Background: an optimization exercise with open tools, aiming at small area and a short achievable clock period. Do not read the settings as production practice.
Where RTL was checked, it was by simulation tests only, not by an equivalence proof against the original.
Power is estimated from default activity; no workload was simulated.

==> flow/design.v (excerpt) <==
module umt_top #(
    parameter MAX_UMTS = 5,
    parameter MAX_LMTS = 5,
    parameter MAX_WIDTH = 64,
    parameter MAX_DEPTH = 512,
    parameter PMT_WIDTH = 32,
    parameter PMT_DEPTH = 32,
    parameter MAX_PMTS_PER_LMT = 8
) (
    input  wire                      clk,
    input  wire                      rst_n,
    input  wire                      umt_cfg_valid,
    input  wire                      umt_cfg_wr_en,
    input  wire [2:0]                umt_cfg_id,
    input  wire [15:0]               umt_cfg_width,
    input  wire [15:0]               umt_cfg_depth,
    input  wire                      umt_cfg_type,
    input  wire                      umt_map_trigger,
    input  wire                      entry_valid,
    input  wire [2:0]                entry_umt_id,
    input  wire [8:0]                entry_addr,
    input  wire [MAX_WIDTH-1:0]      entry_data,
    input  wire [MAX_WIDTH-1:0]      entry_mask,
    output wire                      map_done,
    output wire                      map_error,
    output wire [MAX_LMTS-1:0]       lmt_used,
    output wire [MAX_LMTS*8-1:0]     lmt_uid,
    output wire [MAX_LMTS*8-1:0]     lmt_internal_id,
    output wire [MAX_LMTS*2-1:0]     lmt_status_flag,
    output wire [MAX_LMTS*2-1:0]     lmt_width_gear,
    output wire [MAX_LMTS*3-1:0]     lmt_depth_gear,
    output wire                      lmt_entry_valid,
    output wire [2:0]                lmt_entry_id,
    output wire [8:0]                lmt_entry_addr,
    output wire [MAX_WIDTH-1:0]      lmt_entry_data,
    output wire [MAX_WIDTH-1:0]      lmt_entry_mask,
    output wire [7:0]                total_lmts_used,
    output wire [15:0]               total_pmts_needed
);
    integer n;
    reg  [4:0]  cv;      
    reg  [4:0]  cw;      
    reg  [19:0] cd;      
    wire cfg_w_ok = ~|umt_cfg_width[15:7] &
                    (umt_cfg_width[6] ? ~|umt_cfg_width[5:0] : |umt_cfg_width[5:0]);
    wire cfg_d_ok = ~|umt_cfg_depth[15:10] &
                    (umt_cfg_depth[9] ? ~|umt_cfg_depth[8:0] : |umt_cfg_depth[8:0]);
    wire cfg_ok = umt_cfg_valid & umt_cfg_wr_en &
                  ~(umt_cfg_id[2] & (umt_cfg_id[1] | umt_cfg_id[0])) & cfg_w_ok & cfg_d_ok;
    wire [3:0] cfg_bw;
    wire [3:0] cfg_dbm1;
    assign cfg_bw[0] = ~|umt_cfg_depth[4:0];
    genvar gb;
    generate
  ...
Size in the first run: ~240 flip-flops, ~470 I/O pins.
Settings: LEC_CHECK=0, CAP_MARGIN=20, CORE_MARGIN=2, CORE_UTILIZATION=60, SLEW_MARGIN=20; clock period 120.0 ns.
standard.sh (not shown) runs the stock make flow with config.mk's settings and CLKGATE_MAP_FILE= SYNTH_SCRIPT=/design/flow/synth_recipe.tcl, a recipe that flattens the netlist after the stock synthesis.
==> flow/flow/run.sh <==
#!/bin/bash
# Standard ORFS layout (the standard.sh) with these changes:
#  - port buffers are the smallest buffer cell (buf_1);
#  - clock tree: larger sink clusters of clkbuf_8, no dummy loads;
#  - repair aims at a setup slack of 93 ns (the I/O paths set the period);
#  - tie cells each drive up to 8 constant outputs instead of one each.
set -euo pipefail
here="$(cd "$(dirname "$0")" && pwd)"
export BUFFER_PORTS_ARGS="-buffer_cell sky130_fd_sc_hd__buf_1"
export CTS_ARGS="-sink_clustering_enable -repair_clock_nets -dont_use_dummy_load -buf_list sky130_fd_sc_hd__clkbuf_8 -sink_clustering_size 16 -sink_clustering_max_diameter 60"
export SETUP_SLACK_MARGIN=93
export SKIP_REPAIR_TIE_FANOUT=1
export POST_FLOORPLAN_TCL="$here/tie.tcl"
bash standard.sh > standard.log 2>&1
==> flow/flow/tie.tcl <==
# Split each tie cell's net so that one tie cell drives at most TIE_GROUP loads
# (the standard flow gives every load a tie cell of its own).
set tie_group 8
set block [ord::get_db_block]
set master [[ord::get_db] findMaster sky130_fd_sc_hd__conb_1]
set ties {}
foreach inst [$block getInsts] {
  if { [[$inst getMaster] getName] == "sky130_fd_sc_hd__conb_1" } { lappend ties $inst }
}
set k 0
foreach inst $ties {
  foreach pin {HI LO} {
    set it [$inst findITerm $pin]
    set net [$it getNet]
    if { $net == "NULL" } { continue }
    set loads {}
    foreach bt [$net getBTerms] { lappend loads [list b $bt] }
    foreach ld [$net getITerms] {
      if { [$ld getInst] != $inst } { lappend loads [list i $ld] }
    }
    set n [llength $loads]
    puts "tie [$inst getName]/$pin drives $n loads"
    for { set s $tie_group } { $s < $n } { incr s $tie_group } {
      incr k
      set ni [odb::dbInst_create $block $master "tie_split_$k"]
      set nn [odb::dbNet_create $block "tie_split_net_$k"]
      [$ni findITerm $pin] connect $nn
      foreach ld [lrange $loads $s [expr {$s + $tie_group - 1}]] {
        lassign $ld kind obj
        if { $kind == "b" } { $obj connect $nn } else { $obj disconnect; $obj connect $nn }
      }
    }
  }
}
puts "tie cells added: $k"
==> next run, changes <==
--- a/flow/design.v
+++ b/flow/design.v
@@ -246,13 +246,13 @@
     assign lmt_width_gear    = o_wg;
     assign lmt_depth_gear    = o_dg;
     assign total_lmts_used   = {3'd0, tl};
     assign total_pmts_needed = {8'd0, tp};
     reg        e_v;
     reg [2:0]  e_id;
-    reg [8:0]  e_addr;
+    reg [7:0]  e_addr;
     reg [63:0] e_data, e_mask;
     reg [3:0] st [0:4];
     reg [4:0] en [0:4];
     reg [3:0] z;
     reg       c, t;
     integer   b;
@@ -274,45 +274,45 @@
     end
     reg [4:0] hit;
     reg       lt, eq;
     reg       found;
     reg       taken;
     reg [2:0] t_id;
-    reg [3:0] t_st;
-    reg [3:0] t_off;
-    reg       bw;
+    reg [2:0] t_off;
+    reg [2:0] o;
+    reg [1:0] g;
     always @(*) begin
         taken = 1'b0;
         t_id = 3'd0;
-        t_st = 4'd0;
+        t_off = 3'd0;
         for (n = 0; n < 5; n = n + 1) begin
             lt = en[n][4];
             eq = ~en[n][4];
             for (b = 3; b >= 0; b = b - 1) begin
                 lt = lt | (eq & ~entry_addr[5+b] & en[n][b]);
                 eq = eq & ~(entry_addr[5+b] ^ en[n][b]);
             end
             hit[n] = lu[n] & (lid[n*3 +: 3] == entry_umt_id) & lt;
+            g = ldg[n];
+            o[0] = (g != 2'd0) & (entry_addr[5] ^ st[n][0]);
+            o[1] = g[1] & (entry_addr[6] ^ st[n][1] ^ (~entry_addr[5] & st[n][0]));
+            o[2] = g[1] & g[0] & (entry_addr[7] ^ st[n][2] ^
+                   ((~entry_addr[6] & st[n][1]) | (~(entry_addr[6] ^ st[n][1]) & ~entry_addr[5] & st[n][0])));
             if (hit[n] && !taken) begin
                 taken = 1'b1;
                 t_id = n[2:0];
-                t_st = st[n];
+                t_off = o;
             end
         end
         found = |hit;
-        bw = 1'b0;
-        for (b = 0; b < 4; b = b + 1) begin
-            t_off[b] = entry_addr[5+b] ^ t_st[b] ^ bw;
-            bw = (~entry_addr[5+b] & (t_st[b] | bw)) | (t_st[b] & bw);
-        end
     end
     always @(posedge clk or negedge rst_n) begin
         if (!rst_n) begin
             e_v    <= 1'b0;
             e_id   <= 3'd0;
-            e_addr <= 9'd0;
+            e_addr <= 8'd0;
             e_data <= 64'd0;
             e_mask <= 64'd0;
         end else begin
             e_v <= entry_valid & found;
             if (entry_valid & found) begin
                 e_id   <= t_id;
@@ -321,10 +321,10 @@
                 e_mask <= entry_mask;
             end
         end
     end
     assign lmt_entry_valid = e_v;
     assign lmt_entry_id    = e_id;
-    assign lmt_entry_addr  = e_addr;
+    assign lmt_entry_addr  = {1'b0, e_addr};
     assign lmt_entry_data  = e_data;
     assign lmt_entry_mask  = e_mask;
 endmodule
The changed run finished with timing, DRC and antenna clean.
Setup slack improved by 0.40 ns.
Design area goes up slightly.
Utilization goes up by 0.36 points.
Power fell by a few percent.
Critical path depth went down by 5.
For the first run of this note, only the layout was checked, not whether the RTL still works.

static timing again, ports no longer ideal:
The flow's constraints put no driver on any port. The routed layouts listed below were extracted and timed again, unchanged, in two steps.
Step 1: set_driving_cell puts a clkbuf_16 on clk and a buf_2 on each other input, an assumption about the parent block.
Step 2, shift: input delay + t, output delay - t, t = (earliest + latest rising clock arrival at the registers) / 2. This alone moves slack from input paths to output paths.
Slacks: no drivers / after step 1 / after step 2; pairs: no drivers / after step 1.
run | t, ns | slack for setup (ns) | worst setup path after step 2 | worst data-port slew with drivers (ns)
the first run | 0.540 | 92.830 / 92.824 / 92.284 | input to register | 0.09
the second run | 0.583 | 93.232 / 93.237 / 92.654 | input to register | 0.10
After both steps setup and hold are still met in every run listed. The setup slack of the second run, which loses most, moves by +0.005 ns with the drivers and by -0.578 ns with both steps.
